This is an optimization exercise on Yosys and OpenROAD, whose aim is small area, a short achievable clock period and few clock cycles, not a production implementation.
Where RTL was checked, it was by simulation tests only, not by an equivalence proof against the original.
Only the layout flow was run in run 1; the RTL was not checked for function there.

==> flow/design.v, too long to show whole: its modules and the start of the top module <==
// module SNN: 1213 lines
module SNN(
	clk,
	rst_n,
	in_valid,
	img,
	ker,
	weight,
	out_valid,
	out_data
);
  // ...
==> flow/flow/run.sh <==
#!/bin/bash
# The standard layout with one netlist pass between synthesis and floorplan:
# flow/invopt.py folds away the inverters that Yosys's full-adder extraction
# leaves between full adder cells (a full adder is self-dual, so adders are
# flipped to need fewer inverters, and simple gates swapped for their
# complementary cells). Registers and all other cells are kept.
# Each tool writes its full output to its own log in this folder.
set -euo pipefail
R=orfs/results/${FLOW_PLATFORM}/SNN/base
bash standard.sh synth > synth.log 2>&1
cp "$R/1_2_yosys.v" 1_2_yosys.before_invopt.v
python3 flow/invopt.py "$R/1_2_yosys.v" > invopt.log 2>&1
rm -f "$R/1_synth.odb" "$R/1_synth.sdc"
# repair aims at a setup slack of 10 ns (the clock period is unchanged)
bash standard.sh finish SETUP_SLACK_MARGIN=10 > layout.log 2>&1
==> flow/flow/invopt.py <==
#!/usr/bin/env python3
"""Removes the inverters that Yosys's full-adder extraction leaves between
full adder cells. A full adder is self-dual (FA(~a,~b,~c) = ~FA(a,b,c) on
both outputs), so each full adder may be flipped: its inputs and outputs
change polarity. Flips are chosen by local search to minimise the number of
signals whose complement is needed; a simple gate whose loads all want its
complement is swapped for its complementary cell (and2 <-> nand2, ...);
then every remaining inverter is rebuilt, one per signal that needs its
complement. Registers and all other cells are kept as they are.
usage: invopt.py netlist.v  (rewrites the file in place)"""
import re, sys

path = sys.argv[1]
src = open(path).read()
m = re.search(r'^(.*?\bmodule\s+\S+\s*\(.*?\);)(.*)(\bendmodule\b.*)$', src, re.S)
head, body, tail = m.group(1), m.group(2), m.group(3)

OUTS = {'X', 'Y', 'Q', 'Q_N', 'SUM', 'COUT', 'HI', 'LO'}
stmts = [s for s in body.split(';')]
decls, insts, others = [], [], []
inst_re = re.compile(r'^\s*(sky130_fd_sc_hd__\w+)\s+(\S+)\s*\((.*)\)\s*$', re.S)
pin_re = re.compile(r'\.(\w+)\s*\(\s*(.*?)\s*\)\s*(?:,|$)', re.S)
for s in stmts:
    t = re.sub(r'\(\*.*?\*\)', '', s).strip()
    if not t:
        continue
    mi = inst_re.match(t)
    if mi:
        pins = [(p, n.strip()) for p, n in pin_re.findall(mi.group(3))]
        insts.append([mi.group(1), mi.group(2), pins])
    elif re.match(r'^(input|output|inout|wire|reg)\b', t):
        decls.append(t)
    else:
        others.append(t)

# nets referenced outside cell pins (ports, assigns) stay as they are
port_nets = set()
for d in decls:
    if d.startswith('output') or d.startswith('input'):
        pass
fixed_text = ' '.join(others)

driver = {}
for idx, (typ, name, pins) in enumerate(insts):
    for p, n in pins:
        if p in OUTS:
            driver[n] = (idx, p)

def is_inv(idx):
    return insts[idx][0].startswith('sky130_fd_sc_hd__inv_')

out_ports = set()
for d in decls:
    mo = re.match(r'^output\s+(?:\[(\d+):(\d+)\]\s*)?(\S+)', d)
    if mo:
        if mo.group(1):
            for b in range(int(mo.group(2)), int(mo.group(1)) + 1):
                out_ports.add(f'{mo.group(3)}[{b}]')
        else:
            out_ports.add(mo.group(3))

def keep_inv(idx):
    y = dict(insts[idx][2])['Y']
    return y in out_ports or y in fixed_text

def root(n):
    """(root net, parity) following removable inverters"""
    par = 0
    seen = 0
    while n in driver and is_inv(driver[n][0]) and not keep_inv(driver[n][0]) and seen < 100:
        n = dict(insts[driver[n][0]][2])['A']
        par ^= 1
        seen += 1
    return n, par

# consumers: (inst idx, pin, root, parity)
cons = []
for idx, (typ, name, pins) in enumerate(insts):
    if is_inv(idx) and not keep_inv(idx):
        continue
    for p, n in pins:
        if p in OUTS:
            continue
        r, par = root(n)
        cons.append([idx, p, r, par])

fa = [i for i, (t, _, _) in enumerate(insts) if t.startswith('sky130_fd_sc_hd__fa_')]
fa_set = set(fa)
flip = {i: 0 for i in fa}

def drv_flip(r):
    d = driver.get(r)
    if d and d[0] in fa_set:
        return flip[d[0]]
    return 0

# simple gates that have a complementary cell with the same inputs: a root
# driven by one whose consumers all want the complement is swapped instead
INV_AREA = 3.75
PAIRS = [('and2_1','nand2_1',6.26,3.75,'X','Y'), ('or2_1','nor2_1',6.26,3.75,'X','Y'),
    ('xor2_1','xnor2_1',8.76,8.76,'X','Y'), ('and3_1','nand3_1',6.26,5.00,'X','Y'),
    ('or3_1','nor3_1',6.26,5.00,'X','Y'), ('nor2b_1','or2b_1',6.26,7.51,'Y','X'),
    ('nand2b_1','and2b_1',6.26,7.51,'Y','X'), ('a21o_1','a21oi_1',7.51,5.00,'X','Y'),
    ('o21a_1','o21ai_1',7.51,5.00,'X','Y'), ('o21a_1','o21ai_0',7.51,5.00,'X','Y'),
    ('a22o_1','a22oi_1',8.76,7.51,'X','Y'), ('o22a_1','o22ai_1',8.76,6.26,'X','Y'),
    ('a31o_1','a31oi_1',8.76,6.26,'X','Y'), ('a211o_1','a211oi_1',8.76,7.51,'X','Y'),
    ('o211a_1','o211ai_1',10.01,7.51,'X','Y'), ('mux2_1','mux2i_1',11.26,10.01,'X','Y'),
    ('and4_1','nand4_1',8.76,6.26,'X','Y'), ('or4_1','nor4_1',7.51,6.26,'X','Y'),
    ('a21bo_1','a21boi_0',10.01,7.51,'X','Y'), ('o21ba_1','o21bai_1',10.01,7.51,'X','Y'),
    ('a2bb2o_1','a2bb2oi_1',10.01,8.76,'X','Y'), ('o2bb2a_1','o2bb2ai_1',10.01,8.76,'X','Y'),
    ('a32o_1','a32oi_1',10.01,8.76,'X','Y'), ('o31a_1','o31ai_1',8.76,7.51,'X','Y'),
    ('o32a_1','o32ai_1',10.01,8.76,'X','Y'), ('a311o_1','a311oi_1',10.01,8.76,'X','Y'),
    ('o311a_1','o311ai_0',10.01,8.76,'X','Y'), ('a41o_1','a41oi_1',10.01,8.76,'X','Y'),
    ('o41a_1','o41ai_1',11.26,8.76,'X','Y'), ('a221o_1','a221oi_1',10.01,8.76,'X','Y'),
    ('o221a_1','o221ai_1',11.26,8.76,'X','Y'), ('a2111o_1','a2111oi_0',11.26,8.76,'X','Y'),
    ('o2111a_1','o2111ai_1',11.26,8.76,'X','Y'), ('and3b_1','nand3b_1',8.76,7.51,'X','Y'),
    ('or3b_1','nor3b_1',8.76,7.51,'X','Y'), ('and4b_1','nand4b_1',10.01,8.76,'X','Y'),
    ('or4b_1','nor4b_1',10.01,8.76,'X','Y')]
# cell -> (complementary cell, its output pin here, output pin there, area change)
SWAP = {}
for a, b, aa, ab, oa, ob in PAIRS:
    pa, pb = 'sky130_fd_sc_hd__' + a, 'sky130_fd_sc_hd__' + b
    SWAP.setdefault(pa, (pb, oa, ob, ab - aa))
    SWAP.setdefault(pb, (pa, ob, oa, aa - ab))
def swappable(r):
    d = driver.get(r)
    return d is not None and insts[d[0]][0] in SWAP and r not in out_ports and r not in fixed_text

by_root = {}
for c in cons:
    by_root.setdefault(c[2], []).append(c)
def comp_state(r):
    """(state, area): 0 no consumer wants the complement; 1 some do (an
    inverter); 2 all do and swapping the driver for its complementary cell
    costs less than an inverter"""
    f = drv_flip(r)
    es = [par ^ f ^ (flip[idx] if idx in fa_set else 0) for idx, p, rr, par in by_root[r]]
    if not any(es):
        return 0, 0.0
    if all(es) and swappable(r):
        d = SWAP[insts[driver[r][0]][0]][3]
        if d < INV_AREA:
            return 2, d
    return 1, INV_AREA
PHASE = [1]
def need_comp(r):
    st, a = comp_state(r)
    if PHASE[0] == 1:
        # first phase: count inverters only, any swap is free
        if st == 0:
            return 0.0
        f = drv_flip(r)
        es = [par ^ f ^ (flip[idx] if idx in fa_set else 0) for idx, p, rr, par in by_root[r]]
        return 0.0 if (all(es) and swappable(r)) else 1.0
    return a
def cost_around(i):
    roots = set()
    for p, n in insts[i][2]:
        if p in OUTS:
            roots.add(n)
        else:
            roots.add(root(n)[0])
    return sum(need_comp(r) for r in roots if r in by_root), roots

before = sum(need_comp(r) for r in by_root)
def descend():
    rounds = 0
    improved = True
    while improved and rounds < 50:
        improved = False
        rounds += 1
        for i in fa:
            c0, roots = cost_around(i)
            flip[i] ^= 1
            c1 = sum(need_comp(r) for r in roots if r in by_root)
            if c1 < c0 - 1e-9:
                improved = True
            else:
                flip[i] ^= 1
    return rounds
import random
rng = random.Random(1)
def search(trials):
    descend()
    best = (sum(need_comp(r) for r in by_root), dict(flip))
    for trial in range(trials):
        # perturb the best solution and descend again
        for i in fa:
            flip[i] = best[1][i]
        for i in rng.sample(fa, max(1, len(fa) // 10)):
            flip[i] ^= 1
        descend()
        c = sum(need_comp(r) for r in by_root)
        if c < best[0] - 1e-9:
            best = (c, dict(flip))
    for i in fa:
        flip[i] = best[1][i]
search(300)
PHASE[0] = 2
before = len([i for i in range(len(insts)) if is_inv(i)]) * INV_AREA
search(100)
after = sum(need_comp(r) for r in by_root)

# rebuild: remove removable inverters, one new inverter per root needing its complement
comp_net = {}
new_insts = []
swapped = set()
k = 0
for r in sorted(by_root):
    if comp_state(r)[0] == 2:
        swapped.add(r)
        comp_net[r] = r
    elif comp_state(r)[0] == 1:
        k += 1
        nn = f'_invopt_n{k}_'
        comp_net[r] = nn
        new_insts.append(['sky130_fd_sc_hd__inv_1', f'_invopt_{k}_', [('A', r), ('Y', nn)]])
newpins = {}
for idx, p, r, par in cons:
    e = par ^ drv_flip(r) ^ (flip[idx] if idx in fa_set else 0)
    newpins[(idx, p)] = comp_net[r] if e else r
out = []
for idx, (typ, name, pins) in enumerate(insts):
    if is_inv(idx) and not keep_inv(idx):
        continue
    ps = [(p, newpins.get((idx, p), n)) for p, n in pins]
    outnets = [n for p, n in pins if p in OUTS]
    if outnets and outnets[0] in swapped:
        ntyp, po, pn, _ = SWAP[typ]
        typ = ntyp
        ps = [(pn if p == po else p, n) for p, n in ps]
    out.append([typ, name, ps])
out += new_insts

def net(n):
    return n + ' ' if n.startswith('\\') else n
lines = [head]
for d in decls:
    lines.append('  ' + d + ' ;')
for d in new_insts:
    lines.append(f'  wire {d[2][1][1]};')
for typ, name, ps in out:
    conn = ',\n    '.join(f'.{p}({net(n)})' for p, n in ps)
    lines.append(f'  {typ} {net(name)}(\n    {conn}\n  );')
for o in others:
    lines.append('  ' + o + ' ;')
lines.append(tail)
open(path, 'w').write('\n'.join(lines) + ('\n' if not tail.endswith('\n') else ''))
ninv = sum(1 for i in range(len(insts)) if is_inv(i))
print(f'invopt: area of inverters and swaps {before:.1f} -> {after:.1f} um2; {ninv} inverters before, {len(new_insts)} after '
      f'({sum(1 for i in range(len(insts)) if is_inv(i) and keep_inv(i))} kept on ports); '
      f'{sum(flip.values())} of {len(fa)} full adders flipped; {len(swapped)} gates swapped')
==> flow/standard.sh <==
#!/bin/bash
# synth_recipe.tcl (not shown) runs the flow's synth.tcl, then flattens the netlist and writes it again
# the make line also repeats each setting of config.mk as NAME=value (left out here)
make -C /OpenROAD-flow-scripts/flow DESIGN_CONFIG=/design/flow/config.mk WORK_HOME=/design/flow/orfs CLKGATE_MAP_FILE= SYNTH_SCRIPT=/design/flow/synth_recipe.tcl "${@:-finish}"
==> flow/config.mk <==
export PLATFORM = sky130hd
export DESIGN_NAME = SNN
export DESIGN_NICKNAME = SNN
export VERILOG_FILES = /design/flow/design.v
export SDC_FILE = /design/flow/constraint.sdc
export NUM_CORES = 4
export LEC_CHECK = 0
export CAP_MARGIN = 50
export CORE_MARGIN = 2
export CORE_UTILIZATION = 60
export CTS_BUF_LIST = sky130_fd_sc_hd__clkbuf_16
export CTS_CLUSTER_DIAMETER = 60
export CTS_CLUSTER_SIZE = 24
export SLEW_MARGIN = 70
==> flow/constraint.sdc <==
create_clock -name core_clock -period 15.0 [get_ports {clk}]
set_input_delay 3.0000 -clock core_clock [delete_from_list [all_inputs] [get_ports {clk}]]
set_output_delay 3.0000 -clock core_clock [all_outputs]
set_load 0.01 [all_outputs]
==> results_dict.tcl, run 1 <==
set metrics [dict create \
    postCtsHoldBufs 0 \
    final_util_pct 68.8 \
    reg.largest.list "lb (96), k (72)" \
    final_common_cell "fa_1" \
    holdPathEnd "lb[8][4]$_DFF_P_" \
    hold_viol 0 \
    grt_max_degree 46 \
    syn_nets 3368 \
    seq_share_pct 37.1 \
    status "no timing/DRC/antenna violations" \
    use_met3_pct 4.33 \
    clk_share_pct 3.90 \
    antenna_found_initial 3 \
    post_cts_buffers 1 \
    cp.required_ps 15510 \
    route.antenna.remaining_nets 0 \
    met1_usage_pct 40.2 \
    grt_pass1_vias 21621 \
    cap_violations 0 \
    cp-endpoint "RQ[18]$_DFF_P_" \
    tns_ps 0 \
    gr-total-overflow 0 \
    critPathKind "reg2reg" \
    grt_usage_pct 30.0 \
    cp_data_arrival_time_ps 5630 \
    wl_met2_um 40600 \
    fin_nets 3448 \
    initial_core_util_pct 61.0 \
    rsz0062_at_grt "true" \
    cts-root-buf "clkbuf_16" \
    clk_path_buf_depth 3 \
    grt_pass1_wl_um 128000 \
    seq_cells 580 \
    drt_pass1_iterations 5 \
    nMultiInputCombCells 1918 \
    max-slew-margin-rel_pct 67.6 \
    clk_pin_slew_ps 90 \
]
==> run 2: changes to the inputs <==
--- a/flow/design.v
+++ b/flow/design.v
@@ -69,17 +69,17 @@
 wire [7:0] pb = px;
 wire [7:0] k0 = k[0], k1 = k[1], k2 = k[2], k3 = k[3], k4 = k[4],
            k5 = k[5], k6 = k[6], k7 = k[7], k8 = k[8];
 reg  [7:0] q3;
 reg  [7:0] mx [0:1];
 reg  [7:0] ab_a, ab_b;
 reg        ep, e0, e1, e2, e3, e4;    
 wire [7:0] l10 = lb[10], l11 = lb[11], l4 = lb[4], l5 = lb[5];
-reg        pj1, qj1, pacc, qrqd, qzero;
+reg        pj1, qj1, pacc, qrqd, qrp;
 wire [2:0] ncol = v1 ? (col1 == 5 ? 3'd0 : col1 + 1) : col1;    
 wire [7:0] pta = e0 ? ab_a : e2 ? mx[0] : pj1 ? l11 : l10;
 wire [7:0] ptb = e0 ? ab_b : e2 ? 8'd0  : pj1 ? l5 : l4;
 wire [7:0] pka = (e0 || e2) ? w[0] : pj1 ? k1 : k0;
 wire [7:0] pkb = e0 ? w[2] : pj1 ? k4 : k3;
 wire [7:0] qta = e1 ? ab_a : e2 ? mx[0] : qj1 ? l10 : l11;
 wire [7:0] qtb = e1 ? ab_b : e2 ? 8'd0  : qj1 ? l4 : l5;
 wire [7:0] qka = (e1 || e2) ? w[1] : qj1 ? k1 : k2;
@@ -87,17 +87,17 @@
 reg  [16:0] tpa, tpb, tqa, tqb;
 wire [16:0] tpa_n, tpb_n, tqa_n, tqb_n;
 reg  [7:0] pbot, qbot, pkv, qkv;
 reg  [18:0] RP, RPd, RQd;
 reg  [19:0] RQ;
 wire [18:0] RP_n;
 wire [19:0] RQ_n;
 wire [18:0] accp = pacc ? RPd : 19'd0;
-wire [18:0] accq = qzero ? 19'd0 : qrqd ? RQd : RP;
+wire [18:0] accq = ({19{qrqd}} & RQd) | ({19{qrp}} & RP);
 wire tmp_1 = (pta[0] & pka[6]) ^ (pta[1] & pka[5]);
 wire tmp_2 = (pta[0] & pka[6]) & (pta[1] & pka[5]);
 wire tmp_3, tmp_4;
 assign {tmp_4, tmp_3} = {1'b0, (pta[0] & pka[7])} + {1'b0, (pta[1] & pka[6])} + {1'b0, (pta[2] & pka[5])};
 wire tmp_5, tmp_6;
 assign {tmp_6, tmp_5} = {1'b0, (pta[3] & pka[4])} + {1'b0, (pta[4] & pka[3])} + {1'b0, (pta[5] & pka[2])};
 wire tmp_7, tmp_8;
 assign {tmp_8, tmp_7} = {1'b0, (pta[1] & pka[7])} + {1'b0, (pta[2] & pka[6])} + {1'b0, (pta[3] & pka[5])};
@@ -902,18 +902,18 @@
 	RQd <= RQ[18:0];
 	pbot <= e0 ? 8'd0 : e2 ? vb : (ncol >= 4) ? px : img;
 	pkv <= e2 ? w[2] : (ncol >= 4) ? k7 : k6;
 	qbot <= e1 ? 8'd0 : e2 ? vb : (ncol == 1 || ncol == 2) ? img : px;
 	qkv <= e2 ? w[3] : (ncol == 1 || ncol == 2) ? k7 : k8;
 	pj1 <= ncol == 3 || ncol == 4;
 	qj1 <= ncol == 0 || ncol == 1;
 	pacc <= (ncol == 4 || ncol == 5) && !e0 && !e2;
-	qrqd <= ncol == 3 || ncol == 4;
-	qzero <= e1 || e2;
+	qrqd <= (ncol == 3 || ncol == 4) && !e1 && !e2;
+	qrp <= !(ncol == 3 || ncol == 4) && !e1 && !e2;
 end
 always @(posedge clk or negedge rst_n) begin
 	if(!rst_n) begin
 		ep <= 0; e0 <= 0; e1 <= 0; e2 <= 0; e3 <= 0; e4 <= 0;
 	end
 	else begin
 		ep <= v1 && row1 == 5 && col1 == 4;
 		e0 <= ep;
==> results_dict.tcl, run 2 <==
set metrics [dict create \
    status "no timing/DRC/antenna violations" \
    slew_viol_final 0 \
    start_kind "register" \
    rows 86 \
    avgRoutedWirePerCell_um 22.5 \
    dr.first_iter.drc_count 1432 \
    synth.cell_area_um2 33100 \
    gr-total-overflow 0 \
    clk_path_buf_depth 3 \
    end_kind "register" \
    die-area_um2 57100 \
    final_common_cell "fa_1" \
    tns_ps 0 \
    io_pins 38 \
    cp-endpoint "tqa[8]$_DFF_P_" \
    drcViolationCount 0 \
    grt_pass1_wl_um 124000 \
    syn_nets 3381 \
    hold_path_class "reg2reg" \
    max-slew-margin-rel_pct 69.4 \
    clk_pin_slew_ps 100 \
    fin_hold_ws_ps 318 \
    postCtsHoldBufs 0 \
    hold_viol 0 \
    grt_max_degree 45 \
    postSynthAreaPerCell_um2 12.0 \
    postSynthCellCount 2751 \
    cap_violations 0 \
    drive_gt1_share_pct 14.2 \
    numPortBuffers 37 \
    cp_max_fo 19 \
    fillers 4085 \
    htreeDepth 2 \
    fin_skew_ps 47.8 \
    yosys_warnings 5 \
    routed_wl_um 80400 \
    timing.rr.end "tqa[8]$_DFF_P_" \
    largest_reg_flops 96 \
    fp.coreArea_um2 54800 \
    gp_congestion 0.943 \
    dp_hpwl_um 63700 \
    post-route-period-util_pct 32.4 \
    viasPerCell 5.83 \
    cts_buffers 44 \
    initial_core_util_pct 60.4 \
    regToRegSetupSlack_ps 10150 \
    drt_pass1_iterations 5 \
    reg.largest.list "lb (96), k (72)" \
    fp.dieH_um 239 \
    worstMarginPinSlew_ps 446 \
    regMostFlops "lb" \
    vias 20863 \
    grt_usage_pct 29.0 \
    route.antenna.remaining_nets 0 \
    clock-sinks 581 \
    area.growth.synth_to_final_pct 12.6 \
    die_width_um 239 \
    startpoint "e2$_DFF_PN0_" \
    finalSetupViolations 0 \
    grt_pass1_vias 21820 \
    post-route-min-period_ps 4850 \
    cts-root-buf "clkbuf_16" \
    rsz0062_at_grt "false" \
    r2r-start "e2$_DFF_PN0_" \
    cp.required_ps 15470 \
    antenna_found_initial 5 \
    r2r_cells 13 \
    max_freq_ghz 0.206 \
    fin_nets 3468 \
    cp_data_arrival_time_ps 5320 \
    clk_latency_ps 630 \
    cts_tree "built" \
    critPathKind "reg2reg" \
    layout_common_cells "fa_1, dfxtp_1, nor2_1" \
]
==> run 2: worst min-delay path by stage <==
stage / from / to / slack (ps) / depth (start not counted)
floorplan: cy[0]$_DFF_P_ / c3[0]$_DFF_P_ / 310 / 0
global placement: lb[8][0]$_DFF_P_ / lb[9][0]$_DFF_P_ / 310 / 0
detailed placement: lb[3][5]$_DFF_P_ / lb[4][5]$_DFF_P_ / 310 / 0
CTS: lb[7][3]$_DFF_P_ / lb[8][3]$_DFF_P_ / 330 / 0
global route: lb[7][3]$_DFF_P_ / lb[8][3]$_DFF_P_ / 330 / 0
finish: lb[7][3]$_DFF_P_ / lb[8][3]$_DFF_P_ / 320 / 0
==> run 2: per-stage QoR <==
stage | instances | setup slack [ps] | cell area (µm²) | utilization (%)
2_1_floorplan | 2751 | 10390 | 33100 | -
3_3_place_gp | 3460 | 9690 | 34300 | 62.7
3_5_place_dp | 3484 | 9650 | 35300 | 64.4
4_1_cts | 3567 | 10000 | 36900 | 67.4
5_1_grt | 3578 | 10010 | 37200 | 68.0
6_report | 3580 | 10150 | 37300 | 68.0
==> run 2: routing by layer <==
layer	routed length, µm	GRT usage, %
met3	5030	4.54
met2	38500	47.1
met1	34800	40.8
met5	0	0
met4	2140	7.95
==> run 2: what timing repair did <==
| action | 4_1_cts | 5_1_grt |
|---|---|---|
| buffers inserted | 1 | 5 |
| gates cloned | 0 | 2 |
| pin swaps | 1 | 1 |
| setup endpoints to repair | 16 | 28 |
| gates resized for setup | 7 | 20 |
==> run 2: area by class of cell <==
cell class	count	area, µm²	area share, %
Clock inverter	36	424	1.14
Timing Repair Buffer	96	932	2.50
Tap cell	704	881	2.36
Clock buffer	46	1150	3.09
Sequential cell	581	13800	37.1
Antenna cell	2	5.00	0.0134
Multi-Input combinational cell	1933	19400	52.0
Inverter	182	683	1.83
==> run 2: critical path: stages (launching register included) <==
cell      delay [ps]
dfrtp_4          540
inv_1            170
buf_12           190
nor2_1           100
a211oi_2         250
a21oi_2          130
or2_2            340
fa_1             540
inv_1             60
fa_1             530
fa_1             430
fa_1             460
fa_1             530
fa_1             410
Testbench counts of run 2, summed over its fixed seeds: cycles 25,288.

==> re-timing with driven ports <==
How much do the figures lean on ideal ports? The routed layouts below were timed once more, with nothing changed but the port constraints.
Step 1, drivers: a clkbuf_16 drives clk and a buf_2 each remaining input, both assumed.
Step 2 moves the port delays by t, midway between the first and last clock arrival at a register: inputs arrive t later, outputs are due t later. That takes back most of the time a late clock gives input paths.
Three values: ideal, step 1, step 2; two values: the first two.
run | shift t [ns] | slack for setup (ns) | hold WS [ns]
run 1 | 0.645 | 9.874 / 9.874 / 9.874 | 0.325 / 0.325 / 0.325
run 2 | 0.667 | 10.145 / 10.145 / 10.145 | 0.318 / 0.318 / 0.318
After both steps setup and hold are still met in every run listed.
